Source: an optimization exercise on an open RTL-to-GDS flow (aim: small area and a short achievable clock period). Production flows keep margins and buffers that such runs may drop. In this exercise RTL edits were held to simulation tests only and were not proved equivalent to the original.

## flow/design.v (module list and top-level ports; edited modules follow where they fit)
// module mul_round: 400 lines
// module booth_csa: 1261 lines
// module mul_fa: 4 lines
// module mul_ha: 4 lines
// module fp_mac: 24 lines
// module fp_mac_core: 125 lines
module fp_mac (
    input  wire        clk,
    input  wire [31:0] a,
    input  wire [31:0] b,
    input  wire        en_mult,
    input  wire        en_accuml,
    input  wire        rst_accuml,
    output reg  [31:0] acc_out
);
  // ...
==> flow/flow/run.sh <==
#!/bin/bash
set -euo pipefail
bash standard.sh synth > synth.log 2>&1
bash standard.sh SETUP_SLACK_MARGIN=8 finish > layout.log 2>&1
==> flow/standard.sh <==
#!/bin/bash
# synth_recipe.tcl (not shown) runs the flow's synth.tcl, then flattens the netlist and writes it again
# the make line also repeats each setting of config.mk as NAME=value (left out here)
make -C /OpenROAD-flow-scripts/flow DESIGN_CONFIG=/design/flow/config.mk WORK_HOME=/design/flow/orfs CLKGATE_MAP_FILE= SYNTH_SCRIPT=/design/flow/synth_recipe.tcl "${@:-finish}"
==> flow/config.mk <==
export PLATFORM = sky130hd
export DESIGN_NAME = fp_mac
export DESIGN_NICKNAME = fp_mac
export VERILOG_FILES = /design/flow/design.v
export SDC_FILE = /design/flow/constraint.sdc
export NUM_CORES = 4
export LEC_CHECK = 0
export CAP_MARGIN = 20
export CORE_MARGIN = 2
export CORE_UTILIZATION = 40
export PLACE_DENSITY = 0.6
export SLEW_MARGIN = 20
export SYNTH_HIERARCHICAL = 1
==> flow/constraint.sdc <==
create_clock -name core_clock -period 25.0 [get_ports {clk}]
set_input_delay 5.0000 -clock core_clock [delete_from_list [all_inputs] [get_ports {clk}]]
set_output_delay 5.0000 -clock core_clock [all_outputs]
set_load 0.01 [all_outputs]
==> summary.txt, run 1 <==
Critical path
  – Worst setup path endpoint: acc_out[20]
  – RR Endpoint: acc_out[20]
  – WP data required: 25.07 ns
  – Worst reg-to-reg setup slack: 15.02 ns

Layout
  – Non-clock buffer share: 0.1214
  – Most frequent cells in the layout: 317 x xnor2_1, 283 x buf_4, 258 x fa_1, 246 x o22ai_1, 223 x nand2_1
  – Multi-input gates: 3003
  – Clock-cell share: 0.009784
  – Final Core Density: 0.5018
  – Seq_cells: 64
  – Antenna cells: 1
  – FF+latch area: 0.001602 sq mm
  – Area of the multi-input gates: 0.02765 sq mm
  – # nets final: 4174
  – Register share of the cell area: 0.04473
  – Non-clk bufs: 453
  – Area Overhead vs Synth: 24.28%

Floorplan
  – Placeable core area: 0.07136 sq mm
  – Initial Utilization: 0.4037
  – Die X: 272.4 um

Run status
  – Run status: complete, no violations

Placement
  – Placed cells: 4279

Detailed routing
  – Met3 WL: 13000 um
  – Avg WL per Cell: 25.65 um
  – Met1 WL: 49630 um

Synthesis
  – Post-synth EDFFs: 32
  – Post-synthesis cell count: 3498
  – Yosys top cell by area: fa_1
  – Share of the synthesized area in the top cell type: 0.1883
  – Synth Area per Inst: 8.237 sq um
  – XOR/XNOR Fraction of Synth Area: 0.1210

GRT
  – Met1 Usage GRT: 0.4358

CTS
  – Clk Latency, worst-skew pair: 0.33 ns
  – PostCTS Resize Cnt: 567
==> inputs of run 2 (changes only) <==
==> flow/run.sh (new file) <==
#!/bin/bash
# synth_recipe.tcl (not shown) runs the flow's synth.tcl, then flattens the netlist and writes it again
# the make line also repeats each setting of config.mk as NAME=value (left out here)
make -C /OpenROAD-flow-scripts/flow DESIGN_CONFIG=/design/flow/config.mk WORK_HOME=/design/flow/orfs CLKGATE_MAP_FILE= SYNTH_SCRIPT=/design/flow/synth_recipe.tcl finish
--- a/flow/config.mk
+++ b/flow/config.mk
@@ -10,4 +10,5 @@
 export CORE_UTILIZATION = 40
 export PLACE_DENSITY = 0.6
+export SETUP_SLACK_MARGIN = 5
 export SLEW_MARGIN = 20
 export SYNTH_HIERARCHICAL = 1
removed: flow/flow/run.sh
removed: flow/standard.sh
==> summary.txt, run 2 <==
Critical path
  – CP Capture Type: flip-flop
  – CP Launch Type: input pin
  – WP data required: 25.22 ns (+0.15 ns)
  – Max incr delay on CP: 0.90 ns
  – Slowest cell on crit path: a211oi_1
  – R2r worst-path depth: 32
  – Arr. time, crit path: 19.94 ns
  – Critical path fanouts, max: 17
  – Crit Path Class: in -> reg

Synthesis
  – Synth Area per Inst: 8.237 sq um (unchanged)
  – Yosys Warn Count: 8
  – Synth area leaders: fa_1 19%, xnor2_1 11%, ha_1 7.9%
  – Sequential share of the synthesized area: 0.05559
  – Share of the synthesized area in the top cell type: 0.1883 (unchanged)
  – Cell Area, Synth: 0.02881 sq mm
  – Synth cell types: 123
  – FFs w/ async S/R, synth: 0
  – Synth Register Bits: 64
  – Top FF cell, synth: edfxtp_1
  – Count leader, synth: xnor2_1
  – Commonest cells in the netlist: 361 x xnor2_1, 271 x fa_1, 268 x o22ai_1
  – Post-synth EDFFs: 32 (unchanged)
  – Post-synthesis cell count: 3498 (unchanged)
  – Yosys top cell by area: fa_1

Job
  – Max-cap violations: 0

Floorplan
  – Die X: 272.4 um (unchanged)
  – Die Height: 272.4 um
  – Std cell rows: 98
  – Initial Utilization: 0.4037 (unchanged)
  – Area of the die: 0.07419 sq mm
  – Placeable core area: 0.07136 sq mm (unchanged)
  – # IOs: 100

CTS
  – Number of clock sinks: 64
  – H-tree levels: 3
  – CTS Hold Bufs: 0
  – Max Buffers Root-to-Sink: 2
  – Clk Latency, worst-skew pair: 0.36 ns (+0.03 ns)
  – TritonCTS buffer count: 9
  – Clk root buf: clkbuf_16
  – Reg clk slew, reported paths: 0.07 ns
  – CTS tree: built

Layout
  – Fillers: 6871
  – Layout cells sized above 1: 0.2066
  – Final Cell Area: 0.03417 sq mm
  – Top flop regs: acc_out: 32 flops, s: 32 flops
  – # nets final: 4118 (-1.3%)
  – Most frequent cells in the layout: 317 x xnor2_1, 263 x fa_1, 244 x buf_4, 241 x o22ai_1, 226 x nand2_1
  – Commonest non-fill, non-tap cell in the layout: xnor2_1
  – Final Core Density: 0.4788 (-0.02295)
  – Area Overhead vs Synth: 18.60%
  – Post-route insts no fill: 4555

STA
  – Fmax: 50.71 MHz
  – Least-Margin Pin Slew: 1.177 ns
  – Max Slew Vio Count: 0
  – Setup Skew: 0.01259 ns
  – RSZ-0062 raised after global routing: yes
  – Fin crit period: 19.72 ns
  – Final worst path period share: 0.7888
  – Final setup TNS: 0 ns
  – Final hold vios: 0
  – Final worst slack: 5.281 ns
  – Hold Slack: 0.6484 ns
  – Worst slew margin: 0.2140
  – Finish-stage setup viols: 0

Detailed routing
  – Vias per inst: 6.422
  – Avg WL per Cell: 26.68 um (+4.0%)
  – Via count: 29250
  – Antenna viol nets, final: 0
  – Iter 0 DRT Violations: 3237
  – Routed WL: 121500 um
  – DRC viols: 0
  – First-pass DRT Iterations: 7

GRT
  – Largest net degree at the start of global routing: 104
  – Number of global-route vias before repair: 27530
  – Gr ovfl total: 0
  – GRT Overall Usage: 0.3076
  – First-pass GRT wire length: 173800 um
  – Initial antenna violation count: 9

Placement
  – I/O Buffers: 99
  – Pre-CTS setup slack: 1.759 ns
  – Final Wtd Congestion: 0.9921
  – Area after DPL: 0.02956 sq mm
  – Post-DP HPWL: 87310 um
  – Placed cells: 4280 (+0.023%)

Run status
  – Run status: complete, no violations

Hold path
  – Worst Hold Depth: 1
  – Min-delay worst type: reg -> reg
-- run 2: cell counts after synthesis --
Identical to the previous run, type by type.
-- run 2: final timing paths --
kind,startpoint,to,slack [ns]
max,b[5],acc_out[23],5.28
min,s[1],acc_out[1],0.65
max reg2reg,s[28],acc_out[23],14.81
min reg2reg,s[1],acc_out[1],0.65
-- run 2: repair_timing --
item / in CTS / in global routing
pin swaps: 32 / 101
gates cloned: 28 / 7
setup endpoints to repair: 64 / 62
resized for setup: 233 / 326
buffers inserted: 82 / 138
-- run 2: modules after synthesis, one instance, submodules excluded --
module       times used  area [sq um]  flip-flops and latches
fp_mac_core           1         10800                       0
booth_csa             1          7004                       0
fp_mac                1          2384                      64
mul_round             1          2317                       0
mul_fa              264         20.02                       0
mul_ha               82         12.51                       0
-- run 2: layer usage --
| layer | part of all wire | routed length [um] | GRT usage | vias to the layer above |
|---|---|---|---|---|
| met2 | 0.45 | 55020 | 0.5019 | 1774 |
| met1 | 0.36 | 43910 | 0.3640 | 14080 |
| met4 | 0.087 | 10600 | 0.2023 | 8 |
| li1 | - | - | - | 12800 |
| met3 | 0.098 | 11940 | 0.06753 | 592 |
| met5 | 0.00049 | 59 | 0 | - |
-- run 2: critical path: cells and delay by family --
kind,cells,cell delay [ns]
buf+inv,10,1.50
simple gates,13,3.73
compound gates,18,4.88
xor+xnor,3,0.58
mux,1,0.32
fa+ha+maj,11,3.86
-- run 2: cell type report --
class	instances	area, sq um	share of cell area
antenna	4	10.01	0.0002929
clock buffer	10	239.0	0.006994
clock inverter	6	115.1	0.003369
inverter	100	523.0	0.01531
multi-input combinational	2999	26510	0.7757
sequential	64	1602	0.04687
tap	950	1189	0.03479
timing repair buffer	400	3844	0.1125
timing repair inverter	22	142.6	0.004174
-- run 2: cell families after synthesis --
group,count (synthesis),synth area share
compound gates,1025,0.2305
xor+xnor,393,0.1210
fa+ha+maj,454,0.2678
buf+inv,451,0.08785
flops,64,0.05559
mux,186,0.06914
other cells,3,0.0003908
simple gates,922,0.1678
==> module mul_round, before the edit <==
module mul_round (input wire [47:0] ps, input wire [47:0] pc,
                  input wire st1, input wire st0,
                  output wire m47, output wire [22:0] man);
wire g0, p0;
mul_ha hpg0 (.a(ps[0]), .b(pc[0]), .s(p0), .co(g0));
wire g1, p1;
mul_ha hpg1 (.a(ps[1]), .b(pc[1]), .s(p1), .co(g1));
wire g2, p2;
mul_ha hpg2 (.a(ps[2]), .b(pc[2]), .s(p2), .co(g2));
wire g3, p3;
mul_ha hpg3 (.a(ps[3]), .b(pc[3]), .s(p3), .co(g3));
wire g4, p4;
mul_ha hpg4 (.a(ps[4]), .b(pc[4]), .s(p4), .co(g4));
wire g5, p5;
mul_ha hpg5 (.a(ps[5]), .b(pc[5]), .s(p5), .co(g5));
wire g6, p6;
mul_ha hpg6 (.a(ps[6]), .b(pc[6]), .s(p6), .co(g6));
wire g7, p7;
mul_ha hpg7 (.a(ps[7]), .b(pc[7]), .s(p7), .co(g7));
wire g8, p8;
mul_ha hpg8 (.a(ps[8]), .b(pc[8]), .s(p8), .co(g8));
wire g9, p9;
mul_ha hpg9 (.a(ps[9]), .b(pc[9]), .s(p9), .co(g9));
wire g10, p10;
mul_ha hpg10 (.a(ps[10]), .b(pc[10]), .s(p10), .co(g10));
wire g11, p11;
mul_ha hpg11 (.a(ps[11]), .b(pc[11]), .s(p11), .co(g11));
wire g12, p12;
mul_ha hpg12 (.a(ps[12]), .b(pc[12]), .s(p12), .co(g12));
wire g13, p13;
mul_ha hpg13 (.a(ps[13]), .b(pc[13]), .s(p13), .co(g13));
wire g14, p14;
mul_ha hpg14 (.a(ps[14]), .b(pc[14]), .s(p14), .co(g14));
wire g15, p15;
mul_ha hpg15 (.a(ps[15]), .b(pc[15]), .s(p15), .co(g15));
wire g16, p16;
mul_ha hpg16 (.a(ps[16]), .b(pc[16]), .s(p16), .co(g16));
wire g17, p17;
mul_ha hpg17 (.a(ps[17]), .b(pc[17]), .s(p17), .co(g17));
wire g18, p18;
mul_ha hpg18 (.a(ps[18]), .b(pc[18]), .s(p18), .co(g18));
wire g19, p19;
mul_ha hpg19 (.a(ps[19]), .b(pc[19]), .s(p19), .co(g19));
wire g20, p20;
mul_ha hpg20 (.a(ps[20]), .b(pc[20]), .s(p20), .co(g20));
wire g21, p21;
mul_ha hpg21 (.a(ps[21]), .b(pc[21]), .s(p21), .co(g21));
wire g22, p22;
mul_ha hpg22 (.a(ps[22]), .b(pc[22]), .s(p22), .co(g22));
wire g23, p23;
mul_ha hpg23 (.a(ps[23]), .b(pc[23]), .s(p23), .co(g23));
wire g24, p24;
mul_ha hpg24 (.a(ps[24]), .b(pc[24]), .s(p24), .co(g24));
wire g25, p25;
mul_ha hpg25 (.a(ps[25]), .b(pc[25]), .s(p25), .co(g25));
wire g26, p26;
mul_ha hpg26 (.a(ps[26]), .b(pc[26]), .s(p26), .co(g26));
wire g27, p27;
mul_ha hpg27 (.a(ps[27]), .b(pc[27]), .s(p27), .co(g27));
wire g28, p28;
mul_ha hpg28 (.a(ps[28]), .b(pc[28]), .s(p28), .co(g28));
wire g29, p29;
mul_ha hpg29 (.a(ps[29]), .b(pc[29]), .s(p29), .co(g29));
wire g30, p30;
mul_ha hpg30 (.a(ps[30]), .b(pc[30]), .s(p30), .co(g30));
wire g31, p31;
mul_ha hpg31 (.a(ps[31]), .b(pc[31]), .s(p31), .co(g31));
wire g32, p32;
mul_ha hpg32 (.a(ps[32]), .b(pc[32]), .s(p32), .co(g32));
wire g33, p33;
mul_ha hpg33 (.a(ps[33]), .b(pc[33]), .s(p33), .co(g33));
wire g34, p34;
mul_ha hpg34 (.a(ps[34]), .b(pc[34]), .s(p34), .co(g34));
wire g35, p35;
mul_ha hpg35 (.a(ps[35]), .b(pc[35]), .s(p35), .co(g35));
wire g36, p36;
mul_ha hpg36 (.a(ps[36]), .b(pc[36]), .s(p36), .co(g36));
wire g37, p37;
mul_ha hpg37 (.a(ps[37]), .b(pc[37]), .s(p37), .co(g37));
wire g38, p38;
mul_ha hpg38 (.a(ps[38]), .b(pc[38]), .s(p38), .co(g38));
wire g39, p39;
mul_ha hpg39 (.a(ps[39]), .b(pc[39]), .s(p39), .co(g39));
wire g40, p40;
mul_ha hpg40 (.a(ps[40]), .b(pc[40]), .s(p40), .co(g40));
wire g41, p41;
mul_ha hpg41 (.a(ps[41]), .b(pc[41]), .s(p41), .co(g41));
wire g42, p42;
mul_ha hpg42 (.a(ps[42]), .b(pc[42]), .s(p42), .co(g42));
wire g43, p43;
mul_ha hpg43 (.a(ps[43]), .b(pc[43]), .s(p43), .co(g43));
wire g44, p44;
mul_ha hpg44 (.a(ps[44]), .b(pc[44]), .s(p44), .co(g44));
wire g45, p45;
mul_ha hpg45 (.a(ps[45]), .b(pc[45]), .s(p45), .co(g45));
wire g46, p46;
mul_ha hpg46 (.a(ps[46]), .b(pc[46]), .s(p46), .co(g46));
wire g47, p47;
mul_ha hpg47 (.a(ps[47]), .b(pc[47]), .s(p47), .co(g47));
wire lg0_1 = g1 | (p1 & g0);
wire lp0_1 = p1 & p0;
wire lg0_3 = g3 | (p3 & g2);
wire lp0_3 = p3 & p2;
wire lg0_5 = g5 | (p5 & g4);
wire lp0_5 = p5 & p4;
wire lg0_7 = g7 | (p7 & g6);
wire lp0_7 = p7 & p6;
wire lg0_9 = g9 | (p9 & g8);
wire lp0_9 = p9 & p8;
wire lg0_11 = g11 | (p11 & g10);
wire lp0_11 = p11 & p10;
wire lg0_13 = g13 | (p13 & g12);
wire lp0_13 = p13 & p12;
wire lg0_15 = g15 | (p15 & g14);
wire lp0_15 = p15 & p14;
wire lg0_17 = g17 | (p17 & g16);
wire lp0_17 = p17 & p16;
wire lg0_19 = g19 | (p19 & g18);
wire lp0_19 = p19 & p18;
wire lg0_21 = g21 | (p21 & g20);
wire lp0_21 = p21 & p20;
wire lg1_2 = g2 | (p2 & lg0_1);
wire lp1_2 = p2 & lp0_1;
wire lg1_3 = lg0_3 | (lp0_3 & lg0_1);
wire lp1_3 = lp0_3 & lp0_1;
wire lg1_6 = g6 | (p6 & lg0_5);
wire lp1_6 = p6 & lp0_5;
wire lg1_7 = lg0_7 | (lp0_7 & lg0_5);
wire lp1_7 = lp0_7 & lp0_5;
wire lg1_10 = g10 | (p10 & lg0_9);
wire lp1_10 = p10 & lp0_9;
wire lg1_11 = lg0_11 | (lp0_11 & lg0_9);
wire lp1_11 = lp0_11 & lp0_9;
wire lg1_14 = g14 | (p14 & lg0_13);
wire lp1_14 = p14 & lp0_13;
wire lg1_15 = lg0_15 | (lp0_15 & lg0_13);
wire lp1_15 = lp0_15 & lp0_13;
wire lg1_18 = g18 | (p18 & lg0_17);
wire lp1_18 = p18 & lp0_17;
wire lg1_19 = lg0_19 | (lp0_19 & lg0_17);
wire lp1_19 = lp0_19 & lp0_17;
wire lg2_4 = g4 | (p4 & lg1_3);
wire lp2_4 = p4 & lp1_3;
wire lg2_5 = lg0_5 | (lp0_5 & lg1_3);
wire lp2_5 = lp0_5 & lp1_3;
wire lg2_6 = lg1_6 | (lp1_6 & lg1_3);
wire lp2_6 = lp1_6 & lp1_3;
wire lg2_7 = lg1_7 | (lp1_7 & lg1_3);
wire lp2_7 = lp1_7 & lp1_3;
wire lg2_12 = g12 | (p12 & lg1_11);
wire lp2_12 = p12 & lp1_11;
wire lg2_13 = lg0_13 | (lp0_13 & lg1_11);
wire lp2_13 = lp0_13 & lp1_11;
wire lg2_14 = lg1_14 | (lp1_14 & lg1_11);
wire lp2_14 = lp1_14 & lp1_11;
wire lg2_15 = lg1_15 | (lp1_15 & lg1_11);
wire lp2_15 = lp1_15 & lp1_11;
wire lg2_20 = g20 | (p20 & lg1_19);
wire lp2_20 = p20 & lp1_19;
wire lg2_21 = lg0_21 | (lp0_21 & lg1_19);
wire lp2_21 = lp0_21 & lp1_19;
wire lg3_8 = g8 | (p8 & lg2_7);
wire lp3_8 = p8 & lp2_7;
wire lg3_9 = lg0_9 | (lp0_9 & lg2_7);
wire lp3_9 = lp0_9 & lp2_7;
wire lg3_10 = lg1_10 | (lp1_10 & lg2_7);
wire lp3_10 = lp1_10 & lp2_7;
wire lg3_11 = lg1_11 | (lp1_11 & lg2_7);
wire lp3_11 = lp1_11 & lp2_7;
wire lg3_12 = lg2_12 | (lp2_12 & lg2_7);
wire lp3_12 = lp2_12 & lp2_7;
wire lg3_13 = lg2_13 | (lp2_13 & lg2_7);
wire lp3_13 = lp2_13 & lp2_7;
wire lg3_14 = lg2_14 | (lp2_14 & lg2_7);
wire lp3_14 = lp2_14 & lp2_7;
wire lg3_15 = lg2_15 | (lp2_15 & lg2_7);
wire lp3_15 = lp2_15 & lp2_7;
wire lg4_16 = g16 | (p16 & lg3_15);
wire lp4_16 = p16 & lp3_15;
wire lg4_17 = lg0_17 | (lp0_17 & lg3_15);
wire lp4_17 = lp0_17 & lp3_15;
wire lg4_18 = lg1_18 | (lp1_18 & lg3_15);
wire lp4_18 = lp1_18 & lp3_15;
wire lg4_19 = lg1_19 | (lp1_19 & lg3_15);
wire lp4_19 = lp1_19 & lp3_15;
wire lg4_20 = lg2_20 | (lp2_20 & lg3_15);
wire lp4_20 = lp2_20 & lp3_15;
wire lg4_21 = lg2_21 | (lp2_21 & lg3_15);
wire lp4_21 = lp2_21 & lp3_15;
wire c22 = lg4_21;
wire gg22 = g22 | (p22 & c22);
wire hg0_1 = g23 | (p23 & gg22);
wire hp0_1 = p23 & p22;
wire hg0_3 = g25 | (p25 & g24);
wire hp0_3 = p25 & p24;
wire hg0_5 = g27 | (p27 & g26);
wire hp0_5 = p27 & p26;
wire hg0_7 = g29 | (p29 & g28);
wire hp0_7 = p29 & p28;
wire hg0_9 = g31 | (p31 & g30);
wire hp0_9 = p31 & p30;
wire hg0_11 = g33 | (p33 & g32);
wire hp0_11 = p33 & p32;
wire hg0_13 = g35 | (p35 & g34);
wire hp0_13 = p35 & p34;
wire hg0_15 = g37 | (p37 & g36);
wire hp0_15 = p37 & p36;
wire hg0_17 = g39 | (p39 & g38);
wire hp0_17 = p39 & p38;
wire hg0_19 = g41 | (p41 & g40);
wire hp0_19 = p41 & p40;
wire hg0_21 = g43 | (p43 & g42);
wire hp0_21 = p43 & p42;
wire hg0_23 = g45 | (p45 & g44);
wire hp0_23 = p45 & p44;
wire hg1_2 = g24 | (p24 & hg0_1);
wire hp1_2 = p24 & hp0_1;
wire hg1_3 = hg0_3 | (hp0_3 & hg0_1);
wire hp1_3 = hp0_3 & hp0_1;
wire hg1_6 = g28 | (p28 & hg0_5);
wire hp1_6 = p28 & hp0_5;
wire hg1_7 = hg0_7 | (hp0_7 & hg0_5);
wire hp1_7 = hp0_7 & hp0_5;
wire hg1_10 = g32 | (p32 & hg0_9);
wire hp1_10 = p32 & hp0_9;
wire hg1_11 = hg0_11 | (hp0_11 & hg0_9);
wire hp1_11 = hp0_11 & hp0_9;
wire hg1_14 = g36 | (p36 & hg0_13);
wire hp1_14 = p36 & hp0_13;
wire hg1_15 = hg0_15 | (hp0_15 & hg0_13);
wire hp1_15 = hp0_15 & hp0_13;
wire hg1_18 = g40 | (p40 & hg0_17);
wire hp1_18 = p40 & hp0_17;
wire hg1_19 = hg0_19 | (hp0_19 & hg0_17);
wire hp1_19 = hp0_19 & hp0_17;
wire hg1_22 = g44 | (p44 & hg0_21);
wire hp1_22 = p44 & hp0_21;
wire hg1_23 = hg0_23 | (hp0_23 & hg0_21);
wire hp1_23 = hp0_23 & hp0_21;
wire hg2_4 = g26 | (p26 & hg1_3);
wire hp2_4 = p26 & hp1_3;
wire hg2_5 = hg0_5 | (hp0_5 & hg1_3);
wire hp2_5 = hp0_5 & hp1_3;
wire hg2_6 = hg1_6 | (hp1_6 & hg1_3);
wire hp2_6 = hp1_6 & hp1_3;
wire hg2_7 = hg1_7 | (hp1_7 & hg1_3);
wire hp2_7 = hp1_7 & hp1_3;
wire hg2_12 = g34 | (p34 & hg1_11);
wire hp2_12 = p34 & hp1_11;
wire hg2_13 = hg0_13 | (hp0_13 & hg1_11);
wire hp2_13 = hp0_13 & hp1_11;
wire hg2_14 = hg1_14 | (hp1_14 & hg1_11);
wire hp2_14 = hp1_14 & hp1_11;
wire hg2_15 = hg1_15 | (hp1_15 & hg1_11);
wire hp2_15 = hp1_15 & hp1_11;
wire hg2_20 = g42 | (p42 & hg1_19);
wire hp2_20 = p42 & hp1_19;
wire hg2_21 = hg0_21 | (hp0_21 & hg1_19);
wire hp2_21 = hp0_21 & hp1_19;
wire hg2_22 = hg1_22 | (hp1_22 & hg1_19);
wire hp2_22 = hp1_22 & hp1_19;
wire hg2_23 = hg1_23 | (hp1_23 & hg1_19);
wire hp2_23 = hp1_23 & hp1_19;
wire hg3_8 = g30 | (p30 & hg2_7);
wire hp3_8 = p30 & hp2_7;
wire hg3_9 = hg0_9 | (hp0_9 & hg2_7);
wire hp3_9 = hp0_9 & hp2_7;
wire hg3_10 = hg1_10 | (hp1_10 & hg2_7);
wire hp3_10 = hp1_10 & hp2_7;
wire hg3_11 = hg1_11 | (hp1_11 & hg2_7);
wire hp3_11 = hp1_11 & hp2_7;
wire hg3_12 = hg2_12 | (hp2_12 & hg2_7);
wire hp3_12 = hp2_12 & hp2_7;
wire hg3_13 = hg2_13 | (hp2_13 & hg2_7);
wire hp3_13 = hp2_13 & hp2_7;
wire hg3_14 = hg2_14 | (hp2_14 & hg2_7);
wire hp3_14 = hp2_14 & hp2_7;
wire hg3_15 = hg2_15 | (hp2_15 & hg2_7);
wire hp3_15 = hp2_15 & hp2_7;
wire hg3_24 = g46 | (p46 & hg2_23);
wire hp3_24 = p46 & hp2_23;
wire hg4_16 = g38 | (p38 & hg3_15);
wire hp4_16 = p38 & hp3_15;
wire hg4_17 = hg0_17 | (hp0_17 & hg3_15);
wire hp4_17 = hp0_17 & hp3_15;
wire hg4_18 = hg1_18 | (hp1_18 & hg3_15);
wire hp4_18 = hp1_18 & hp3_15;
wire hg4_19 = hg1_19 | (hp1_19 & hg3_15);
wire hp4_19 = hp1_19 & hp3_15;
wire hg4_20 = hg2_20 | (hp2_20 & hg3_15);
wire hp4_20 = hp2_20 & hp3_15;
wire hg4_21 = hg2_21 | (hp2_21 & hg3_15);
wire hp4_21 = hp2_21 & hp3_15;
wire hg4_22 = hg2_22 | (hp2_22 & hg3_15);
wire hp4_22 = hp2_22 & hp3_15;
wire hg4_23 = hg2_23 | (hp2_23 & hg3_15);
wire hp4_23 = hp2_23 & hp3_15;
wire hg4_24 = hg3_24 | (hp3_24 & hg3_15);
wire hp4_24 = hp3_24 & hp3_15;
wire h22 = p22 ^ c22;
wire h23 = p23 ^ gg22;
wire h24 = p24 ^ hg0_1;
wire h25 = p25 ^ hg1_2;
wire h26 = p26 ^ hg1_3;
wire h27 = p27 ^ hg2_4;
wire h28 = p28 ^ hg2_5;
wire h29 = p29 ^ hg2_6;
wire h30 = p30 ^ hg2_7;
wire h31 = p31 ^ hg3_8;
wire h32 = p32 ^ hg3_9;
wire h33 = p33 ^ hg3_10;
wire h34 = p34 ^ hg3_11;
wire h35 = p35 ^ hg3_12;
wire h36 = p36 ^ hg3_13;
wire h37 = p37 ^ hg3_14;
wire h38 = p38 ^ hg3_15;
wire h39 = p39 ^ hg4_16;
wire h40 = p40 ^ hg4_17;
wire h41 = p41 ^ hg4_18;
wire h42 = p42 ^ hg4_19;
wire h43 = p43 ^ hg4_20;
wire h44 = p44 ^ hg4_21;
wire h45 = p45 ^ hg4_22;
wire h46 = p46 ^ hg4_23;
wire h47 = p47 ^ hg4_24;
wire m47w = h47;
wire r1 = h23 & st1;
wire r0 = h22 & st0;
wire a1 = h24;
wire a2 = a1 & h25;
wire a3 = a2 & h26;
wire a4 = a3 & h27;
wire a5 = a4 & h28;
wire a6 = a5 & h29;
wire a7 = a6 & h30;
wire a8 = a7 & h31;
wire a9 = a8 & h32;
wire a10 = a9 & h33;
wire a11 = a10 & h34;
wire a12 = a11 & h35;
wire a13 = a12 & h36;
wire a14 = a13 & h37;
wire a15 = a14 & h38;
wire a16 = a15 & h39;
wire a17 = a16 & h40;
wire a18 = a17 & h41;
wire a19 = a18 & h42;
wire a20 = a19 & h43;
wire a21 = a20 & h44;
wire a22 = a21 & h45;
wire mn1_0 = h24 ^ (r1 & 1'b1);
wire mn0_0 = h23 ^ r0;
wire mn1_1 = h25 ^ (r1 & a1);
wire mn0_1 = h24 ^ (r0 & h23 & 1'b1);
wire mn1_2 = h26 ^ (r1 & a2);
wire mn0_2 = h25 ^ (r0 & h23 & a1);
wire mn1_3 = h27 ^ (r1 & a3);
wire mn0_3 = h26 ^ (r0 & h23 & a2);
wire mn1_4 = h28 ^ (r1 & a4);
wire mn0_4 = h27 ^ (r0 & h23 & a3);
wire mn1_5 = h29 ^ (r1 & a5);
wire mn0_5 = h28 ^ (r0 & h23 & a4);
wire mn1_6 = h30 ^ (r1 & a6);
wire mn0_6 = h29 ^ (r0 & h23 & a5);
wire mn1_7 = h31 ^ (r1 & a7);
wire mn0_7 = h30 ^ (r0 & h23 & a6);
wire mn1_8 = h32 ^ (r1 & a8);
wire mn0_8 = h31 ^ (r0 & h23 & a7);
wire mn1_9 = h33 ^ (r1 & a9);
wire mn0_9 = h32 ^ (r0 & h23 & a8);
wire mn1_10 = h34 ^ (r1 & a10);
wire mn0_10 = h33 ^ (r0 & h23 & a9);
wire mn1_11 = h35 ^ (r1 & a11);
wire mn0_11 = h34 ^ (r0 & h23 & a10);
wire mn1_12 = h36 ^ (r1 & a12);
wire mn0_12 = h35 ^ (r0 & h23 & a11);
wire mn1_13 = h37 ^ (r1 & a13);
wire mn0_13 = h36 ^ (r0 & h23 & a12);
wire mn1_14 = h38 ^ (r1 & a14);
wire mn0_14 = h37 ^ (r0 & h23 & a13);
wire mn1_15 = h39 ^ (r1 & a15);
wire mn0_15 = h38 ^ (r0 & h23 & a14);
wire mn1_16 = h40 ^ (r1 & a16);
wire mn0_16 = h39 ^ (r0 & h23 & a15);
wire mn1_17 = h41 ^ (r1 & a17);
wire mn0_17 = h40 ^ (r0 & h23 & a16);
wire mn1_18 = h42 ^ (r1 & a18);
wire mn0_18 = h41 ^ (r0 & h23 & a17);
wire mn1_19 = h43 ^ (r1 & a19);
wire mn0_19 = h42 ^ (r0 & h23 & a18);
wire mn1_20 = h44 ^ (r1 & a20);
wire mn0_20 = h43 ^ (r0 & h23 & a19);
wire mn1_21 = h45 ^ (r1 & a21);
wire mn0_21 = h44 ^ (r0 & h23 & a20);
wire mn1_22 = h46 ^ (r1 & a22);
wire mn0_22 = h45 ^ (r0 & h23 & a21);
assign m47 = m47w;
assign man = m47w ? {mn1_22, mn1_21, mn1_20, mn1_19, mn1_18, mn1_17, mn1_16, mn1_15, mn1_14, mn1_13, mn1_12, mn1_11, mn1_10, mn1_9, mn1_8, mn1_7, mn1_6, mn1_5, mn1_4, mn1_3, mn1_2, mn1_1, mn1_0}
                  : {mn0_22, mn0_21, mn0_20, mn0_19, mn0_18, mn0_17, mn0_16, mn0_15, mn0_14, mn0_13, mn0_12, mn0_11, mn0_10, mn0_9, mn0_8, mn0_7, mn0_6, mn0_5, mn0_4, mn0_3, mn0_2, mn0_1, mn0_0};
endmodule
==> module fp_mac_core, before the edit <==
module fp_mac_core (
    input  wire [31:0] a,
    input  wire [31:0] b,
    input  wire        en_mult,
    input  wire [31:0] s,
    output wire [31:0] res
);
wire [7:0]  ea = a[30:23];
wire [7:0]  eb = b[30:23];
wire        a_spec = &ea;
wire        b_spec = &eb;
wire        p_zero = ~en_mult | (~|a[30:0]) | (~|b[30:0]);
wire        p_pass = ~en_mult | a_spec | b_spec | p_zero;
wire [31:0] p_fix  = (~en_mult) ? 32'd0 : a_spec ? a : b_spec ? b : 32'd0;
wire [47:0] ps, pc;
booth_csa mul (.x({1'b1, a[22:0]}), .y({1'b1, b[22:0]}), .ps(ps), .pc(pc));
function [4:0] tz23;
    input [22:0] v;
    integer k;
    begin
        tz23 = 5'd23;
        for (k = 22; k >= 0; k = k - 1)
            if (v[k]) tz23 = k[4:0];
    end
endfunction
wire [5:0]  tzs = {1'b0, tz23(a[22:0])} + {1'b0, tz23(b[22:0])};
wire        st1 = tzs <= 6'd22;       
wire        st0 = tzs <= 6'd21;       
wire        m47r;
wire [22:0] man;
mul_round rnd (.ps(ps), .pc(pc), .st1(st1), .st0(st0), .m47(m47r), .man(man));
wire        m47 = m47r & ~p_pass;
wire [7:0]  pe0 = ea + eb - 8'd127;
wire [7:0]  ye0 = p_pass ? p_fix[30:23] : pe0;
wire [22:0] ym  = p_pass ? p_fix[22:0] : man;
wire        sy  = p_pass ? p_fix[31] : a[31] ^ b[31];
wire [7:0]  xe = s[30:23];
wire        sx = s[31];
wire        eop = sx ^ sy;
wire [8:0]  dxa = {1'b0, xe} - {1'b0, ye0};
wire [8:0]  dya = {1'b0, ye0} - {1'b0, xe};
wire [7:0]  ye1 = ye0 + 8'd1;
wire [8:0]  dxb = {1'b0, xe} - {1'b0, ye1};
wire [8:0]  dyb = {1'b0, ye1} - {1'b0, xe};
wire [7:0]  ye  = m47 ? ye1 : ye0;
wire        eswap = m47 ? dxb[8] : dxa[8];                   
wire [7:0]  ad    = m47 ? (dxb[8] ? dyb[7:0] : dxb[7:0])
                        : (dxa[8] ? dya[7:0] : dxa[7:0]);    
wire        ad0   = ad == 8'd0;
wire        ad1   = ad == 8'd1;
wire [7:0]  le    = eswap ? ye : xe;
wire [31:0] y = {sy, ye, ym};
wire        bothzero = (~|s[30:0]) & (~|y[30:0]);
wire [23:0] xm = {1'b1, s[22:0]};
wire [23:0] ymf = {1'b1, ym};
function [24:0] addsub24;
    input [23:0] a;
    input [23:0] b;
    input        sub;
    reg   [23:0] bb, g, p, t, gg;
    reg          co, ci;
    integer l, k, j;
    begin
        bb = b ^ {24{sub}};
        g = a & bb;
        p = a ^ bb;
        t = p;
        gg = g;
        for (l = 1; l < 32; l = l * 2)
            for (k = 0; k < 24; k = k + 1)
                if ((k / l) % 2 == 1) begin
                    j = (k / l) * l - 1;
                    gg[k] = gg[k] | (t[k] & gg[j]);
                    t[k] = t[k] & t[j];
                end
        co = gg[23];
        ci = sub & co;
        addsub24 = {co, (p ^ ({gg[22:0], 1'b0} | ({t[22:0], 1'b1} & {24{ci}}))) ^ {24{sub & ~co}}};
    end
endfunction
function [4:0] lzc32;
    input [31:0] v;
    reg   [7:0]  z4;
    reg   [15:0] c4;
    reg   [3:0]  z8;
    reg   [11:0] c8;
    reg   [1:0]  z16;
    reg   [7:0]  c16;
    integer k;
    begin
        for (k = 0; k < 8; k = k + 1) begin
            z4[k] = ~|v[4*k +: 4];
            c4[2*k +: 2] = v[4*k+3] ? 2'd0 : v[4*k+2] ? 2'd1 : v[4*k+1] ? 2'd2 : 2'd3;
        end
        for (k = 0; k < 4; k = k + 1) begin
            z8[k] = z4[2*k+1] & z4[2*k];
            c8[3*k +: 3] = z4[2*k+1] ? {1'b1, c4[4*k +: 2]} : {1'b0, c4[4*k+2 +: 2]};
        end
        for (k = 0; k < 2; k = k + 1) begin
            z16[k] = z8[2*k+1] & z8[2*k];
            c16[4*k +: 4] = z8[2*k+1] ? {1'b1, c8[6*k +: 3]} : {1'b0, c8[6*k+3 +: 3]};
        end
        lzc32 = z16[1] ? {1'b1, c16[3:0]} : {1'b0, c16[7:4]};
    end
endfunction
wire [23:0] lm = eswap ? ymf : xm;
wire [23:0] sm = eswap ? xm : ymf;
wire [23:0] sr = (ad >= 8'd24) ? 24'd0 : (sm >> ad[4:0]);
wire [24:0] as = addsub24(lm, sr, eop);
wire [24:0] fsum = {as[24] & ~eop, as[23:0]};
wire [22:0] f_man = fsum[24] ? fsum[23:1] : fsum[23] ? fsum[22:0] : {fsum[21:0], 1'b0};
wire [7:0]  f_exp = fsum[24] ? le + 8'd1 : fsum[23] ? le : le - 8'd1;
wire        f_sign = eswap ? sy : sx;
wire [23:0] nd = as[23:0];
wire [4:0]  nlz = lzc32({nd, 8'hFF});
wire [23:0] nsh = nd << nlz;
wire [22:0] n_man = nsh[22:0];
wire        nzero = ~|nd;
wire [7:0]  n_exp = nzero ? 8'd0 : le - {3'd0, nlz};
wire        n_sign = nzero ? 1'b0 : as[24] ? f_sign : ~f_sign;
wire        near = eop & (ad0 | ad1);
assign res = bothzero ? {sx & sy, 31'd0}
           : near     ? {n_sign, n_exp, n_man}
           :            {f_sign, f_exp, f_man};
endmodule
==> inputs of run 3 (changes only) <==
--- a/flow/design.v
+++ b/flow/design.v
@@ -189,6 +189,5 @@
 wire lp4_21 = lp2_21 & lp3_15;
 wire c22 = lg4_21;
-wire gg22 = g22 | (p22 & c22);
-wire hg0_1 = g23 | (p23 & gg22);
+wire hg0_1 = g23 | (p23 & g22);
 wire hp0_1 = p23 & p22;
 wire hg0_3 = g25 | (p25 & g24);
@@ -299,29 +298,29 @@
 wire hp4_24 = hp3_24 & hp3_15;
 wire h22 = p22 ^ c22;
-wire h23 = p23 ^ gg22;
-wire h24 = p24 ^ hg0_1;
-wire h25 = p25 ^ hg1_2;
-wire h26 = p26 ^ hg1_3;
-wire h27 = p27 ^ hg2_4;
-wire h28 = p28 ^ hg2_5;
-wire h29 = p29 ^ hg2_6;
-wire h30 = p30 ^ hg2_7;
-wire h31 = p31 ^ hg3_8;
-wire h32 = p32 ^ hg3_9;
-wire h33 = p33 ^ hg3_10;
-wire h34 = p34 ^ hg3_11;
-wire h35 = p35 ^ hg3_12;
-wire h36 = p36 ^ hg3_13;
-wire h37 = p37 ^ hg3_14;
-wire h38 = p38 ^ hg3_15;
-wire h39 = p39 ^ hg4_16;
-wire h40 = p40 ^ hg4_17;
-wire h41 = p41 ^ hg4_18;
-wire h42 = p42 ^ hg4_19;
-wire h43 = p43 ^ hg4_20;
-wire h44 = p44 ^ hg4_21;
-wire h45 = p45 ^ hg4_22;
-wire h46 = p46 ^ hg4_23;
-wire h47 = p47 ^ hg4_24;
+wire h23 = p23 ^ (g22 | (p22 & c22));
+wire h24 = p24 ^ (hg0_1 | (hp0_1 & c22));
+wire h25 = p25 ^ (hg1_2 | (hp1_2 & c22));
+wire h26 = p26 ^ (hg1_3 | (hp1_3 & c22));
+wire h27 = p27 ^ (hg2_4 | (hp2_4 & c22));
+wire h28 = p28 ^ (hg2_5 | (hp2_5 & c22));
+wire h29 = p29 ^ (hg2_6 | (hp2_6 & c22));
+wire h30 = p30 ^ (hg2_7 | (hp2_7 & c22));
+wire h31 = p31 ^ (hg3_8 | (hp3_8 & c22));
+wire h32 = p32 ^ (hg3_9 | (hp3_9 & c22));
+wire h33 = p33 ^ (hg3_10 | (hp3_10 & c22));
+wire h34 = p34 ^ (hg3_11 | (hp3_11 & c22));
+wire h35 = p35 ^ (hg3_12 | (hp3_12 & c22));
+wire h36 = p36 ^ (hg3_13 | (hp3_13 & c22));
+wire h37 = p37 ^ (hg3_14 | (hp3_14 & c22));
+wire h38 = p38 ^ (hg3_15 | (hp3_15 & c22));
+wire h39 = p39 ^ (hg4_16 | (hp4_16 & c22));
+wire h40 = p40 ^ (hg4_17 | (hp4_17 & c22));
+wire h41 = p41 ^ (hg4_18 | (hp4_18 & c22));
+wire h42 = p42 ^ (hg4_19 | (hp4_19 & c22));
+wire h43 = p43 ^ (hg4_20 | (hp4_20 & c22));
+wire h44 = p44 ^ (hg4_21 | (hp4_21 & c22));
+wire h45 = p45 ^ (hg4_22 | (hp4_22 & c22));
+wire h46 = p46 ^ (hg4_23 | (hp4_23 & c22));
+wire h47 = p47 ^ (hg4_24 | (hp4_24 & c22));
 wire m47w = h47;
 wire r1 = h23 & st1;
@@ -1772,4 +1771,24 @@
     end
 endfunction
+function [7:0] sub8;
+    input [7:0] a;
+    input [7:0] b;
+    reg   [7:0] g, p, t;
+    integer l, k, j;
+    begin
+        g = a & ~b;
+        p = a ^ ~b;
+        t = p;
+        g[0] = g[0] | p[0];           
+        for (l = 1; l < 8; l = l * 2)
+            for (k = 0; k < 8; k = k + 1)
+                if ((k / l) % 2 == 1) begin
+                    j = (k / l) * l - 1;
+                    g[k] = g[k] | (t[k] & g[j]);
+                    t[k] = t[k] & t[j];
+                end
+        sub8 = p ^ {g[6:0], 1'b1};
+    end
+endfunction
 function [4:0] lzc32;
     input [31:0] v;
@@ -1807,8 +1826,12 @@
 wire [23:0] nd = as[23:0];
 wire [4:0]  nlz = lzc32({nd, 8'hFF});
-wire [23:0] nsh = nd << nlz;
+wire [23:0] nsh16 = nlz[4] ? {nd[7:0], 16'd0} : nd;
+wire [23:0] nsh8  = nlz[3] ? {nsh16[15:0], 8'd0} : nsh16;
+wire [23:0] nsh4  = nlz[2] ? {nsh8[19:0], 4'd0} : nsh8;
+wire [23:0] nsh2  = nlz[1] ? {nsh4[21:0], 2'd0} : nsh4;
+wire [23:0] nsh   = nlz[0] ? {nsh2[22:0], 1'd0} : nsh2;
 wire [22:0] n_man = nsh[22:0];
 wire        nzero = ~|nd;
-wire [7:0]  n_exp = nzero ? 8'd0 : le - {3'd0, nlz};
+wire [7:0]  n_exp = nzero ? 8'd0 : sub8(le, {3'd0, nlz});
 wire        n_sign = nzero ? 1'b0 : as[24] ? f_sign : ~f_sign;
 wire        near = eop & (ad0 | ad1);
==> summary.txt, run 3 <==
CTS
  – Clk root buf: clkbuf_16
  – Reg clk slew, reported paths: 0.06 ns (about the same)
  – TritonCTS buffer count: 9 (unchanged)
  – Max Buffers Root-to-Sink: 2 (unchanged)
  – CTS Hold Bufs: 0 (unchanged)
  – Clk Latency, worst-skew pair: 0.33 ns (-0.03 ns)
  – CTS tree: built
  – Number of clock sinks: 64 (unchanged)
  – H-tree levels: 3 (unchanged)

Layout
  – Most frequent cells in the layout: 325 x xnor2_1, 272 x fa_1, 257 x o22ai_1, 232 x nand2_1, 214 x nor2_1
  – Antenna cells: 0 (-4)
  – Final Cell Area: 0.03222 sq mm (-5.7%)
  – Area Overhead vs Synth: 12.43%
  – Area of the multi-input gates: 0.02580 sq mm (-2.6%)
  – # nets final: 3988 (-3.2%)
  – FF+latch area: 0.001602 sq mm (unchanged)
  – Top flop regs: acc_out: 32 flops, s: 32 flops
  – Layout cells sized above 1: 0.1764 (-0.03026)
  – Fillers: 6917 (+0.67%)
  – Commonest non-fill, non-tap cell in the layout: xnor2_1

Synthesis
  – XOR/XNOR Fraction of Synth Area: 0.1249 (+0.003881)
  – Synth Register Bits: 64 (unchanged)
  – Post-Synth Simple-Gate Area: 0.1677 (about the same)
  – Cell Area, Synth: 0.02866 sq mm (-0.53%)
  – Adder-Cell Fraction of Synth Area: 0.2676 (about the same)
  – Top FF cell, synth: edfxtp_1
  – Post-synthesis cell count: 3475 (-0.66%)
  – Post-synth EDFFs: 32 (unchanged)
  – Commonest cells in the netlist: 362 x xnor2_1, 273 x fa_1, 271 x o22ai_1
  – Synth Area per Inst: 8.247 sq um (+0.12%)
  – FFs w/ async S/R, synth: 0 (unchanged)
  – Yosys top cell by area: fa_1
  – Synth cell types: 114 (-7.3%)
  – Largest family of logic cells by synthesized area: adder cells
  – Synth area leaders: fa_1 19%, xnor2_1 11%, ha_1 7.7%
  – Sequential share of the synthesized area: 0.05589 (+0.0002985)
  – Count leader, synth: xnor2_1
  – Yosys Warn Count: 8 (unchanged)
  – Compound-Gate Fraction of Synth Area: 0.2356 (+0.005123)
  – Share of the synthesized area in the top cell type: 0.1907 (+0.002408)
  – Post-synthesis mux area share: 0.05829 (-0.01085)

STA
  – Worst slew margin: 0.3614 (+0.1474)
  – Fmax: 51.17 MHz (+0.90%)
  – Least-Margin Pin Slew: 0.9579 ns (-0.2192 ns)
  – Max Slew Vio Count: 0 (unchanged)
  – Setup Skew: 0.008165 ns (-0.004422 ns)
  – Final worst slack: 5.457 ns (+0.1762 ns)
  – Final worst path period share: 0.7817 (-0.007046)
  – Finish-stage setup viols: 0 (unchanged)
  – Fin crit period: 19.54 ns (-0.1761 ns)
  – Final setup TNS: 0 ns (unchanged)
  – Hold Slack: 0.6525 ns (+0.004041 ns)
  – RSZ-0062 raised after global routing: no
  – Final hold vios: 0 (unchanged)

Detailed routing
  – Antenna viol nets, final: 0 (unchanged)
  – DRC viols: 0 (unchanged)
  – Via count: 28690 (-1.9%)
  – Vias per inst: 6.481 (+0.91%)
  – Routed WL: 114500 um (-5.7%)
  – Iter 0 DRT Violations: 3847 (+19%)
  – First-pass DRT Iterations: 8 (+1)
  – Avg WL per Cell: 25.88 um (-3.0%)

Floorplan
  – Die X: 271.7 um (-0.26%)
  – Std cell rows: 98 (unchanged)
  – # IOs: 100 (unchanged)
  – Placeable core area: 0.07124 sq mm (-0.17%)
  – Area of the die: 0.07380 sq mm (-0.52%)
  – Initial Utilization: 0.4023 (-0.001465)
  – Die Height: 271.7 um (-0.26%)

Critical path
  – CP Launch Type: input pin
  – R2r worst-path depth: 41 (+28%)
  – Arr. time, crit path: 19.74 ns (-0.20 ns)
  – Critical path fanouts, max: 15 (-2)
  – WP data required: 25.20 ns (-0.02 ns)
  – Slowest cell on crit path: fa_1
  – RR Endpoint: acc_out[30]
  – Max incr delay on CP: 0.50 ns (-0.40 ns)
  – Worst reg-to-reg setup slack: 14.03 ns (-0.78 ns)
  – CP Capture Type: flip-flop
  – Most used cell along the critical path: fa_1
  – Reg2reg start: s[23]
  – Crit Path Class: in -> reg

GRT
  – GRT Overall Usage: 0.2963 (-0.01124)
  – Number of global-route vias before repair: 26430 (-4.0%)
  – Largest net degree at the start of global routing: 66 (-37%)
  – First-pass GRT wire length: 168200 um (-3.2%)
  – Initial antenna violation count: 4 (-5)
  – Gr ovfl total: 0 (unchanged)

Placement
  – Area after DPL: 0.02935 sq mm (-0.69%)
  – Post-DP HPWL: 86240 um (-1.2%)
  – Pre-CTS setup slack: 1.610 ns (-0.1496 ns)
  – I/O Buffers: 99 (unchanged)
  – Final Wtd Congestion: 0.9891 (-0.30%)

Job
  – Max-cap violations: 0 (unchanged)

Run status
  – Run status: complete, no violations

Hold path
  – Worst Hold Depth: 1 (unchanged)
  – Worst hold endpoint: acc_out[31]
  – HP Start: s[31]
  – Min-delay worst type: reg -> reg
[run 3: layout make-up]
class / instances / share of cell area
timing repair buffer: 303 / 0.08248
multi-input combinational: 2967 / 0.8009
clock inverter: 5 / 0.001747
sequential: 64 / 0.04971
clock buffer: 11 / 0.007533
inverter: 106 / 0.01643
tap: 950 / 0.03689
timing repair inverter: 20 / 0.004349
[run 3: through the flow]
step / std cells / utilization
2_1_floorplan: 3488 / -
3_3_place_gp: 4261 / 0.4120
3_5_place_dp: 4261 / 0.4120
4_1_cts: 4336 / 0.4307
5_1_grt: 4426 / 0.4523
6_report: 4426 / 0.4523
[run 3: kinds of logic after synthesis]
logic type,after synthesis
AO/OA/AOI/OAI,1023
XOR/XNOR,407
adder cells (fa/ha/maj),449
buffers and inverters,459
flip-flops,64
multiplexers,134
other,3
AND/OR/NAND/NOR,936
[run 3: Yosys stat by module, one instance, submodules excluded]
| module | cells inside | flip-flops and latches | times used |
|---|---|---|---|
| booth_csa | 994 | 0 | 1 |
| fp_mac | 139 | 64 | 1 |
| fp_mac_core | 1582 | 0 | 1 |
| mul_fa | 1 | 0 | 264 |
| mul_ha | 1 | 0 | 82 |
| mul_round | 414 | 0 | 1 |
[run 3: worst max-delay path, delay by kind of cell]
family,cells,cell delay (ns)
muxes,2,0.58
buffers and inverters,6,0.92
adders and majority gates,9,3.77
xor gates and xnor gates,3,0.75
and+or+nand+nor,18,3.83
AOI/OAI and AO/OA,21,4.86
[run 3: layer usage]
metal / global-route usage / vias up / part of all wire / wire length, um
met5: 0 / - / 0.00020 / 23
met4: 0.08950 / 4 / 0.039 / 4473
met3: 0.08554 / 320 / 0.14 / 15870
met2: 0.4207 / 1939 / 0.40 / 46320
met1: 0.4298 / 13840 / 0.42 / 47860
li1: - / 12580 / - / -
[run 3: timing repair]
| action | in CTS | in global routing |
|---|---|---|
| setup endpoints to repair | 62 | 58 |
| setup buffers | 42 | 83 |
| gates resized for setup | 212 | 273 |
| cloned | 17 | 7 |
| pin swaps | 12 | 35 |
[run 3: how the worst max path moves through the flow]
stage / cells past startpoint / end / startpoint
after CTS: 63 / acc_out[30] / b[3]
after detailed placement: 60 / acc_out[30] / b[7]
after floorplan: 64 / acc_out[30] / b[9]
after global placement: 60 / acc_out[30] / b[7]
after global routing: 64 / acc_out[30] / b[14]
final: 59 / acc_out[30] / b[16]
==> inputs of run 4 (changes only) <==
--- a/flow/config.mk
+++ b/flow/config.mk
@@ -10,5 +10,5 @@
 export CORE_UTILIZATION = 40
 export PLACE_DENSITY = 0.6
-export SETUP_SLACK_MARGIN = 5
+export SETUP_SLACK_MARGIN = 4
 export SLEW_MARGIN = 20
 export SYNTH_HIERARCHICAL = 1
==> summary.txt, run 4 <==
Layout
  – Final Cell Area: 0.03075 sq mm (-4.6%)
  – Most frequent cells in the layout: 341 x xnor2_1, 272 x fa_1, 264 x o22ai_1, 234 x nand2_1, 219 x nor2_1
  – Final Core Density: 0.4317 (-0.02062)
  – Antenna cells: 0 (unchanged)
  – Layout cells sized above 1: 0.1215 (-0.05487)
  – Post-route insts no fill: 4325 (-2.3%)
  – Area Overhead vs Synth: 7.309%
  – Top flop regs: acc_out: 32 flops, s: 32 flops
  – Fillers: 7029 (+1.6%)
  – # nets final: 3887 (-2.5%)
  – Commonest non-fill, non-tap cell in the layout: xnor2_1

Critical path
  – Crit Path Class: in -> reg
  – Worst reg-to-reg setup slack: 13.53 ns (-0.50 ns)
  – R2r worst-path depth: 36 (-12%)
  – Most used cell along the critical path: fa_1
  – RR Endpoint: acc_out[28]
  – WP data required: 25.08 ns (-0.12 ns)
  – Max incr delay on CP: 0.83 ns (+0.33 ns)
  – CP Launch Type: input pin
  – CP Capture Type: flip-flop
  – Arr. time, crit path: 20.52 ns (+0.78 ns)
  – Critical path fanouts, max: 14 (-1)
  – Slowest cell on crit path: or4_1
  – Reg2reg start: s[23]

CTS
  – Clk Latency, worst-skew pair: 0.33 ns (about the same)
  – H-tree levels: 3 (unchanged)
  – TritonCTS buffer count: 9 (unchanged)
  – Clk root buf: clkbuf_16
  – Reg clk slew, reported paths: 0.06 ns (about the same)
  – CTS Hold Bufs: 0 (unchanged)
  – Max Buffers Root-to-Sink: 2 (unchanged)
  – Number of clock sinks: 64 (unchanged)
  – CTS tree: built

Synthesis
  – Post-synthesis cell count: 3475 (unchanged)
  – Synth cell types: 114 (unchanged)
  – Yosys top cell by area: fa_1
  – Post-synth EDFFs: 32 (unchanged)
  – Share of the synthesized area in the top cell type: 0.1907 (unchanged)
  – Cell Area, Synth: 0.02866 sq mm (unchanged)
  – Top FF cell, synth: edfxtp_1
  – Commonest cells in the netlist: 362 x xnor2_1, 273 x fa_1, 271 x o22ai_1
  – Synth Register Bits: 64 (unchanged)
  – Sequential share of the synthesized area: 0.05589 (unchanged)
  – Synth Area per Inst: 8.247 sq um (unchanged)
  – Count leader, synth: xnor2_1
  – Synth area leaders: fa_1 19%, xnor2_1 11%, ha_1 7.7%
  – FFs w/ async S/R, synth: 0 (unchanged)
  – Yosys Warn Count: 8 (unchanged)

Hold path
  – Worst Hold Depth: 1 (unchanged)
  – Min-delay worst type: reg -> reg
  – HP Start: s[31]
  – Worst hold endpoint: acc_out[31]

STA
  – RSZ-0062 raised after global routing: no
  – Fin crit period: 20.43 ns (+0.8915 ns)
  – Final hold vios: 0 (unchanged)
  – Final worst path period share: 0.8174 (+0.03566)
  – Max Slew Vio Count: 0 (unchanged)
  – Worst slew margin: 0.1672 (-0.1942)
  – Finish-stage setup viols: 0 (unchanged)
  – Fmax: 48.94 MHz (-4.4%)
  – Setup Skew: 0.008939 ns (+0.0007741 ns)
  – Least-Margin Pin Slew: 1.247 ns (+0.2892 ns)
  – Final setup TNS: 0 ns (unchanged)

Floorplan
  – Std cell rows: 98 (unchanged)
  – Area of the die: 0.07380 sq mm (unchanged)
  – Die X: 271.7 um (unchanged)
  – Die Height: 271.7 um (unchanged)
  – # IOs: 100 (unchanged)
  – Initial Utilization: 0.4023 (unchanged)
  – Placeable core area: 0.07124 sq mm (unchanged)

Placement
  – I/O Buffers: 99 (unchanged)
  – Area after DPL: 0.02935 sq mm (unchanged)
  – Final Wtd Congestion: 0.9891 (unchanged)
  – Placed cells: 4261 (unchanged)
  – Post-DP HPWL: 86240 um (unchanged)

Run status
  – Run status: complete, no violations

GRT
  – Gr ovfl total: 0 (unchanged)
  – Number of global-route vias before repair: 25910 (-2.0%)
  – GRT Overall Usage: 0.2878 (-0.008552)
  – Initial antenna violation count: 4 (unchanged)
  – Largest net degree at the start of global routing: 66 (unchanged)
  – First-pass GRT wire length: 164100 um (-2.5%)

Job
  – Max-cap violations: 0 (unchanged)

Detailed routing
  – Max layer used: met5
  – Iter 0 DRT Violations: 3788 (-1.5%)
  – Met3 WL: 15100 um (-4.8%)
  – First-pass DRT Iterations: 9 (+1)
  – Vias per inst: 6.440 (-0.64%)
  – Met1 WL: 47350 um (-1.1%)
  – Routed WL: 111500 um (-2.6%)
  – Via count: 27850 (-2.9%)
  – DRC viols: 0 (unchanged)
  – Antenna viol nets, final: 0 (unchanged)
  – Met2 WL: 45440 um (-1.9%)
  – Avg WL per Cell: 25.79 um (-0.35%)
==> run 4: timing repair <==
| item | CTS | global route |
|---|---|---|
| endpoints found under the setup margin | 62 | 56 |
| pin swaps | 6 | 9 |
| cloned | 3 | 12 |
| endpoints found under the hold margin | 0 | 0 |
| buffers inserted | 15 | 18 |
| gates resized for setup | 99 | 158 |
==> run 4: stage by stage <==
step | worst slack, ns | hold WS (ns)
final | 4.566 | 0.6456
after floorplan | 5.430 | 0.5576
after detailed placement | 1.610 | 0.6353
after global routing | 3.954 | 0.6782
after global placement | 1.860 | 0.6268
after CTS | 4.002 | 0.6525
==> run 4: cell type report <==
cell class | instances | area, sq um | area share
Multi-Input combinational cell | 2968 | 25200 | 0.8194
Clock inverter | 5 | 56.30 | 0.001831
Timing Repair inverter | 11 | 77.57 | 0.002523
Sequential cell | 64 | 1602 | 0.05208
Timing Repair Buffer | 210 | 1838 | 0.05977
Clock buffer | 11 | 242.7 | 0.007893
Inverter | 106 | 549.3 | 0.01786
Tap cell | 950 | 1189 | 0.03865
==> run 4: cell families after synthesis <==
logic type | Yosys count | share of synthesized area
AOI/OAI and AO/OA | 1023 | 0.2356
other | 3 | 0.0003929
xor gates and xnor gates | 407 | 0.1249
and+or+nand+nor | 936 | 0.1677
DFF | 64 | 0.05589
muxes | 134 | 0.05829
adders and majority gates | 449 | 0.2676
buffers and inverters | 459 | 0.08972
==> run 4: Yosys stat by module, one instance, submodules excluded <==
module | cells inside | flops+latches
booth_csa | 994 | 0
fp_mac | 139 | 64
fp_mac_core | 1582 | 0
mul_fa | 1 | 0
mul_ha | 1 | 0
mul_round | 414 | 0
==> run 4: critical path, delay by kind of cell <==
family,cells,cell delay (ns)
compound gates,22,5.71
xor+xnor,3,0.57
fa+ha+maj,9,4.06
buf+inv,3,0.75
mux,4,0.86
simple gates,12,3.51
==> run 4: routing by layer <==
metal | GRT usage | vias up
met5 | 0 | -
met4 | 0.07562 | 4
met3 | 0.07899 | 261
met2 | 0.4135 | 1716
met1 | 0.4202 | 13470
li1 | - | 12410
==> run 4: worst max path at each step <==
stage / start / endpoint / slack (ns) / cells after the start
floorplan: b[9] / acc_out[30] / 5.43 / 64
global placement: b[7] / acc_out[30] / 1.86 / 60
detailed placement: b[7] / acc_out[30] / 1.61 / 60
CTS: a[15] / acc_out[30] / 4.00 / 59
global route: b[1] / acc_out[30] / 3.95 / 63
finish: b[9] / acc_out[28] / 4.57 / 53
==> inputs of run 5 (changes only) <==
--- a/flow/design.v
+++ b/flow/design.v
@@ -1824,5 +1824,7 @@
 wire [7:0]  f_exp = fsum[24] ? le + 8'd1 : fsum[23] ? le : le - 8'd1;
 wire        f_sign = eswap ? sy : sx;
-wire [23:0] nd = as[23:0];
+wire [23:0] nb = ad0 ? sm : {1'b0, sm[23:1]};
+wire [24:0] nas = addsub24(lm, nb, 1'b1);
+wire [23:0] nd = nas[23:0];
 wire [4:0]  nlz = lzc32({nd, 8'hFF});
 wire [23:0] nsh16 = nlz[4] ? {nd[7:0], 16'd0} : nd;
@@ -1834,5 +1836,5 @@
 wire        nzero = ~|nd;
 wire [7:0]  n_exp = nzero ? 8'd0 : sub8(le, {3'd0, nlz});
-wire        n_sign = nzero ? 1'b0 : as[24] ? f_sign : ~f_sign;
+wire        n_sign = nzero ? 1'b0 : nas[24] ? f_sign : ~f_sign;
 wire        near = eop & (ad0 | ad1);
 assign res = bothzero ? {sx & sy, 31'd0}
==> summary.txt, run 5 <==
Run status
  – Run status: complete, no violations

Detailed routing
  – Antenna viol nets, final: 0 (unchanged)
  – Routed WL: 112100 um (+0.52%)
  – Avg WL per Cell: 25.34 um (-1.7%)
  – First-pass DRT Iterations: 6 (-3)
  – Iter 0 DRT Violations: 2661 (-30%)
  – DRC viols: 0 (unchanged)
  – Via count: 27600 (-0.90%)
  – Vias per inst: 6.239 (-3.1%)

Placement
  – Placed cells: 4396 (+3.2%)
  – Post-DP HPWL: 90720 um (+5.2%)
  – I/O Buffers: 99 (unchanged)
  – Final Wtd Congestion: 1.005 (+1.6%)

Floorplan
  – Placeable core area: 0.07283 sq mm (+2.2%)
  – Initial Utilization: 0.4037 (+0.001452)
  – Area of the die: 0.07570 sq mm (+2.6%)
  – # IOs: 100 (unchanged)
  – Std cell rows: 99 (+1.0%)
  – Die X: 275.1 um (+1.3%)
  – Die Height: 275.1 um (+1.3%)

Layout
  – # nets final: 3994 (+2.8%)
  – Commonest non-fill, non-tap cell in the layout: xnor2_1
  – Top flop regs: acc_out: 32 flops, s: 32 flops
  – Area Overhead vs Synth: 4.600%
  – Most frequent cells in the layout: 366 x xnor2_1, 285 x o22ai_1, 273 x fa_1, 261 x nand2_1, 232 x nor2_1
  – Post-route insts no fill: 4424 (+2.3%)
  – Layout cells sized above 1: 0.08153 (-0.03996)

GRT
  – Initial antenna violation count: 3 (-1)
  – GRT Overall Usage: 0.2902 (+0.002391)
  – Gr ovfl total: 0 (unchanged)
  – Largest net degree at the start of global routing: 66 (unchanged)
  – First-pass GRT wire length: 167100 um (+1.8%)
  – Number of global-route vias before repair: 26170 (+1.0%)

Critical path
  – Slowest cell on crit path: fa_1
  – CP Launch Type: input pin
  – Buf/Inv on CP: 7 (+4)
  – Max incr delay on CP: 0.64 ns (-0.19 ns)
  – Critical path fanouts, max: 36 (+22)
  – Crit Path Class: in -> reg
  – CP Capture Type: flip-flop
  – Top Family by Delay on Critical Path: compound AO/OA/AOI/OAI gates
  – Most used cell along the critical path: fa_1
  – Arr. time, crit path: 20.52 ns (about the same)
  – WP data required: 25.19 ns (+0.11 ns)

Synthesis
  – Top FF cell, synth: edfxtp_1
  – FFs w/ async S/R, synth: 0 (unchanged)
  – Synth cell types: 115 (+0.88%)
  – Synth Area per Inst: 8.172 sq um (-0.90%)
  – Yosys top cell by area: fa_1
  – Sequential share of the synthesized area: 0.05447 (-0.001420)
  – Count leader, synth: xnor2_1
  – Commonest cells in the netlist: 368 x xnor2_1, 285 x o22ai_1, 273 x fa_1
  – Post-synthesis cell count: 3598 (+3.5%)
  – Synth area leaders: fa_1 19%, xnor2_1 11%, ha_1 8.5%
  – Synth Register Bits: 64 (unchanged)
  – Yosys Warn Count: 8 (unchanged)
  – Cell Area, Synth: 0.02940 sq mm (+2.6%)
  – Share of the synthesized area in the top cell type: 0.1859 (-0.004845)
  – Post-synth EDFFs: 32 (unchanged)

STA
  – Worst slew margin: 0.2748 (+0.1076)
  – Fin crit period: 20.32 ns (-0.1124 ns)
  – Hold Slack: 0.6947 ns (+0.04904 ns)
  – Least-Margin Pin Slew: 1.085 ns (-0.1620 ns)
  – Final setup TNS: 0 ns (unchanged)
  – RSZ-0062 raised after global routing: no
  – Setup Skew: 0.008937 ns (-0.000002500 ns)
  – Final hold vios: 0 (unchanged)
  – Max Slew Vio Count: 0 (unchanged)
  – Final worst path period share: 0.8129 (-0.004495)
  – Fmax: 49.21 MHz (+0.55%)
  – Finish-stage setup viols: 0 (unchanged)

CTS
  – Reg clk slew, reported paths: 0.06 ns (about the same)
  – Clk root buf: clkbuf_16
  – CTS Hold Bufs: 0 (unchanged)
  – Number of clock sinks: 64 (unchanged)
  – Clk Latency, worst-skew pair: 0.33 ns (about the same)
  – Max Buffers Root-to-Sink: 2 (unchanged)
  – H-tree levels: 3 (unchanged)
  – CTS tree: built
  – TritonCTS buffer count: 9 (unchanged)

Hold path
  – Min-delay worst type: reg -> reg

Job
  – Max-cap violations: 0 (unchanged)
-- run 5: changes by cell type after synthesis, sizes merged, moves of 14 or more --
cell	delta
a21oi	+25
o22ai	+14
mux4	-16
a21o	+15
a211oi	-31
ha	+23
nand2	+25
mux2i	+20
o21ai	+31
xor2	+20
-- run 5: path summary, 6_finish.rpt --
kind	start	to	slack, ns	depth (start not counted)
max	b[16]	acc_out[30]	4.68	57
min	s[5]	acc_out[5]	0.69	1
max reg2reg	s[28]	acc_out[30]	13.76	38
min reg2reg	s[5]	acc_out[5]	0.69	1
-- run 5: timing repair --
action                     4_1_cts  5_1_grt
gates cloned                     0        1
setup endpoints to repair       12       15
pin swaps                        2        2
buffers inserted                 3        2
resized for setup               14       66
-- run 5: cell families after synthesis --
kind of cell | share of synthesized area
DFF | 0.05447
and+or+nand+nor | 0.1629
adders and majority gates | 0.2705
buffers and inverters | 0.08600
xor gates and xnor gates | 0.1308
other | 0.0003829
AOI/OAI and AO/OA | 0.2388
muxes | 0.05608
-- run 5: stage by stage --
stage / setup WS, ns / utilization / cell area [sq um]
floorplan: 5.846 / - / 29450
global placement: 3.140 / 0.4135 / 30110
detailed placement: 2.980 / 0.4135 / 30110
CTS: 4.014 / 0.4186 / 30490
global route: 4.001 / 0.4221 / 30750
finish: 4.678 / 0.4223 / 30760
-- run 5: area by class of cell --
type / instances / area [sq um]
Clock buffer: 9 / 225.2
Sequential cell: 64 / 1602
Multi-Input combinational cell: 3095 / 25520
Timing Repair Buffer: 175 / 1585
Fill cell: 7386 / 42080
Tap cell: 959 / 1200
Antenna cell: 6 / 15.01
Clock inverter: 7 / 86.33
Inverter: 109 / 519.2
-- run 5: Yosys stat by module (local to each module, per instance) --
module | cells inside | flops+latches | copies in the design
mul_round | 414 | 0 | 1
mul_fa | 1 | 0 | 264
fp_mac | 139 | 64 | 1
booth_csa | 994 | 0 | 1
fp_mac_core | 1705 | 0 | 1
mul_ha | 1 | 0 | 82
-- run 5: metal layers --
layer,share of wire,GRT usage
met5,0,0
met2,0.45,0.4663
met3,0.085,0.05307
met4,0.056,0.1304
met1,0.41,0.3787

-- separate check: timing with driven ports --
In the flow no input, the clock included, has a driving cell. The finished layouts below were timed again as built, in two steps. Step 1, drivers: a clkbuf_16 drives clk and a buf_2 each remaining input, both assumed. Step 2 times the ports against the registers' clock, not the clock port: input delays grow and output delays shrink by t, the midpoint of the rising clock arrivals with the driver on. a / b / c = no drivers / after step 1 / after step 2; a / b = the first two.
| run | shift t [ns] | slack for setup (ns) | worst setup path after step 2 | slew at the worst register clock pin (ns) | worst slew at a driven data input, ns |
|---|---|---|---|---|---|
| run 1 | 0.356 | 5.470 / 5.409 / 5.053 | input to register | 0.07 / 0.07 | 0.16 |
| run 2 | 0.400 | 5.281 / 5.251 / 4.851 | input to register | 0.07 / 0.07 | 0.16 |
| run 3 | 0.361 | 5.457 / 5.392 / 5.031 | input to register | 0.06 / 0.06 | 0.17 |
| run 4 | 0.363 | 4.566 / 4.485 / 4.122 | input to register | 0.06 / 0.06 | 0.15 |
| run 5 | 0.352 | 4.678 / 4.681 / 4.328 | input to register | 0.06 / 0.06 | 0.11 |
After both steps every run listed still meets setup and hold. For run 4, which loses most, drivers alone change the setup slack by -0.081 ns; drivers and shift together by -0.444 ns.
